This design comes from an exercise in tuning for small area, a short achievable clock period and few clock cycles per item on the open sky130 flow, not from production work.
In this exercise RTL edits were held to simulation tests only and were not proved equivalent to the original.
No activity file was given, so power comes from the tool's default toggle rates.

alpha:
==> flow/design.v (excerpt) <==
module mp_adder (
    input  wire         iAddSub,
    input  wire         iClk,
    input  wire         iRst,
    input  wire         iStart,
    input  wire [511:0] iOpA,
    input  wire [511:0] iOpB,
    output wire [512:0] oRes,
    output wire         oDone);
    wire [511:0] bx, p, g, c, sum;
    wire [127:0] cg, cp, cc;
    reg  [127:1] rC;      
    reg         rCout;
    reg         rDone;
    wire [127:0] ci = {rC, iAddSub};
    genvar j;
    generate for (j = 0; j < 128; j = j + 1) begin : chunk
        mpa_bx  u_bx  (.s(iAddSub), .b(iOpB[4*j +: 4]), .bx(bx[4*j +: 4]));
        mpa_ha  u_pg  (.a(iOpA[4*j +: 4]), .b(bx[4*j +: 4]), .p(p[4*j +: 4]), .g(g[4*j +: 4]));
        mpa_gp  u_gp  (.p(p[4*j +: 4]), .g(g[4*j +: 4]), .G(cg[j]), .Pc(cp[j]));
        assign c[4*j] = ci[j];
        mpa_ng  u_c1  (.gh(g[4*j+0]), .ph(p[4*j+0]), .gl(c[4*j+0]), .g(c[4*j+1]));
        mpa_ng  u_c2  (.gh(g[4*j+1]), .ph(p[4*j+1]), .gl(c[4*j+1]), .g(c[4*j+2]));
        mpa_ng  u_c3  (.gh(g[4*j+2]), .ph(p[4*j+2]), .gl(c[4*j+2]), .g(c[4*j+3]));
        mpa_xor u_s   (.a(p[4*j +: 4]), .b(c[4*j +: 4]), .y(sum[4*j +: 4]));
    end endgenerate
    wire G0c;
    mpa_ng n0c (.gh(cg[0]), .ph(cp[0]), .gl(iAddSub), .g(G0c));
    wire G0;
    mpa_ng n0 (.gh(cg[1]), .ph(cp[1]), .gl(G0c), .g(G0));
    wire G1, P1;
    mpa_nd n1 (.gh(cg[3]), .ph(cp[3]), .gl(cg[2]), .pl(cp[2]), .g(G1), .p(P1));
    wire G2, P2;
    mpa_nd n2 (.gh(cg[5]), .ph(cp[5]), .gl(cg[4]), .pl(cp[4]), .g(G2), .p(P2));
    wire G3, P3;
    mpa_nd n3 (.gh(cg[7]), .ph(cp[7]), .gl(cg[6]), .pl(cp[6]), .g(G3), .p(P3));
    wire G4, P4;
    mpa_nd n4 (.gh(cg[9]), .ph(cp[9]), .gl(cg[8]), .pl(cp[8]), .g(G4), .p(P4));
    wire G5, P5;
    mpa_nd n5 (.gh(cg[11]), .ph(cp[11]), .gl(cg[10]), .pl(cp[10]), .g(G5), .p(P5));
    wire G6, P6;
    mpa_nd n6 (.gh(cg[13]), .ph(cp[13]), .gl(cg[12]), .pl(cp[12]), .g(G6), .p(P6));
    wire G7, P7;
    mpa_nd n7 (.gh(cg[15]), .ph(cp[15]), .gl(cg[14]), .pl(cp[14]), .g(G7), .p(P7));
    wire G8, P8;
    mpa_nd n8 (.gh(cg[17]), .ph(cp[17]), .gl(cg[16]), .pl(cp[16]), .g(G8), .p(P8));
    wire G9, P9;
  ...
clock: 5.0 ns
lec_check: 0
cap_margin: 20
core_area: 10 10 460 460
die_area: 0 0 470 470
gpl_timing_driven: 0
setup_slack_margin: 0.8
slew_margin: 20
synth_hierarchical: 1
standard.sh (not shown) runs the stock make flow with config.mk's settings and CLKGATE_MAP_FILE= SYNTH_SCRIPT=/design/flow/synth_recipe.tcl, a recipe that flattens the netlist after the stock synthesis.
==> flow/flow/run.sh <==
#!/bin/bash
# Standard ORFS layout (the standard.sh) with three changes to how it is done:
# - buffer_ports gives every input and output port a buf_1 cell (the resizer
#   still sizes them as timing needs) instead of the cell it picks by default;
# - the ports are placed in bit order round the die edge, each bit's
#   iOpA/iOpB/oRes side by side (flow/pinorder.tcl, before place_pins);
# - before the resize step's repair_design, high-fanout nets get buffer trees
#   built from their sinks' locations (flow/pre_resize.tcl, flow/tree.tcl).
set -euo pipefail
export BUFFER_PORTS_ARGS="-buffer_cell sky130_fd_sc_hd__buf_1"
export PRE_IO_PLACEMENT_TCL="$(pwd)/flow/pinorder.tcl"
export PRE_RESIZE_TCL="$(pwd)/flow/pre_resize.tcl"
bash standard.sh > standard_flow.log 2>&1
==> flow/flow/pre_resize.tcl <==
# Runs inside ORFS's resize step (3_4), after global placement and before its
# repair_design: every signal net with more than 16 sinks gets a buffer tree
# built from its sinks' placed locations (flow/tree.tcl), instead of the
# chain of buffers that repair_design would lay along the net.
source [file join [file dirname [info script]] tree.tcl]
bt_all 16 16 6 {sky130_fd_sc_hd__buf_4 sky130_fd_sc_hd__buf_8}
Other scripts of this flow, unchanged in this note and not shown: flow/flow/pinorder.tcl, flow/flow/tree.tcl
alpha | stages: all done | timing, DRC, antenna: all pass
Testbench counts of alpha, summed over its fixed seeds: cycles 768, items 384.
## Diff of input files: beta against alpha
Settings: SETUP_SLACK_MARGIN now 0.5, was 0.8.
==> flow/flow/pre_resize.tcl <==
# Runs inside ORFS's resize step (3_4), after global placement and before its
# repair_design: every signal net with more than 12 sinks gets a buffer tree
# built from its sinks' placed locations (flow/tree.tcl), instead of the
# chain of buffers that repair_design would lay along the net.
source [file join [file dirname [info script]] tree.tcl]
bt_all 12 12 8 {sky130_fd_sc_hd__buf_4 sky130_fd_sc_hd__buf_8}
==> comparison <==
- beta completed end to end with timing, DRC and antenna clean.
- The run showing the smaller setup slack is beta.
- beta vs. alpha: proportion of final cell area spent on non-clock buffers now smaller; maximum frequency from static timing analysis now sits lower; share of post-route cells with drive strength above 1 moved down; global-route usage saw little to no change; combinational power share moved down.
- input pin to flop as the start-to-end type of the worst setup path was reported by alpha, and input pin to primary output by beta.
- beta vs alpha: total power down slightly
- Re initial antenna violation count: alpha and beta aren't equal, and the lower value belongs to beta.
--- input diff beta..gamma ---
Settings: changing SETUP_SLACK_MARGIN from 0.5 to 0.8; changing DIE_AREA from 0 0 470 470 to 0 0 452 452; changing CORE_AREA from 10 10 460 460 to 10 10 442 442.
## What came out
beta → gamma: delay of the slowest cell on the worst path rose by 0.04 ns; multi-input logic area rose by about 1%; first-pass detailed-route iteration total rose by 1.
First-iteration DRC count came out higher on gamma than on beta.
Sort gamma and beta by post-synthesis to final-layout area growth asc -> top: beta
Non-clock buffer count (higher): gamma
Sequential share of layout area: beta vs gamma, no meaningful difference
gamma packs its core tighter than beta.
Run comparison: gamma critical path capture point oRes[275]; beta critical path capture point oRes[251]

[static timing again, ports no longer ideal]
In the flow no input, the clock included, has a driving cell. The finished layouts below were timed again as built, in two steps.
Step 1 sets driving cells, clkbuf_16 on the clock port and buf_2 on the other inputs (assumed; they add their load-dependent delay and slew).
Step 2, shift: input delay + t, output delay - t, t = (earliest + latest rising clock arrival at the registers) / 2. This alone moves slack from input paths to output paths.
Slacks: no drivers / after step 1 / after step 2; pairs: no drivers / after step 1.
run | t (ns) | setup WS [ns] | worst setup path at the end | worst register clock-pin slew, ns | cell pins on the clock port's net
alpha | 0.609 | 0.769 / 0.764 / 0.175 | input to register | 0.08 / 0.08 | 1
beta | 0.609 | 0.686 / 0.637 / 0.113 | input to register | 0.08 / 0.08 | 1
gamma | 0.593 | 0.824 / 0.769 / 0.278 | input to register | 0.08 / 0.08 | 1
After both steps setup and hold are still met in every run listed. For alpha, which loses most, drivers alone change the setup slack by -0.005 ns; drivers and shift together by -0.594 ns.
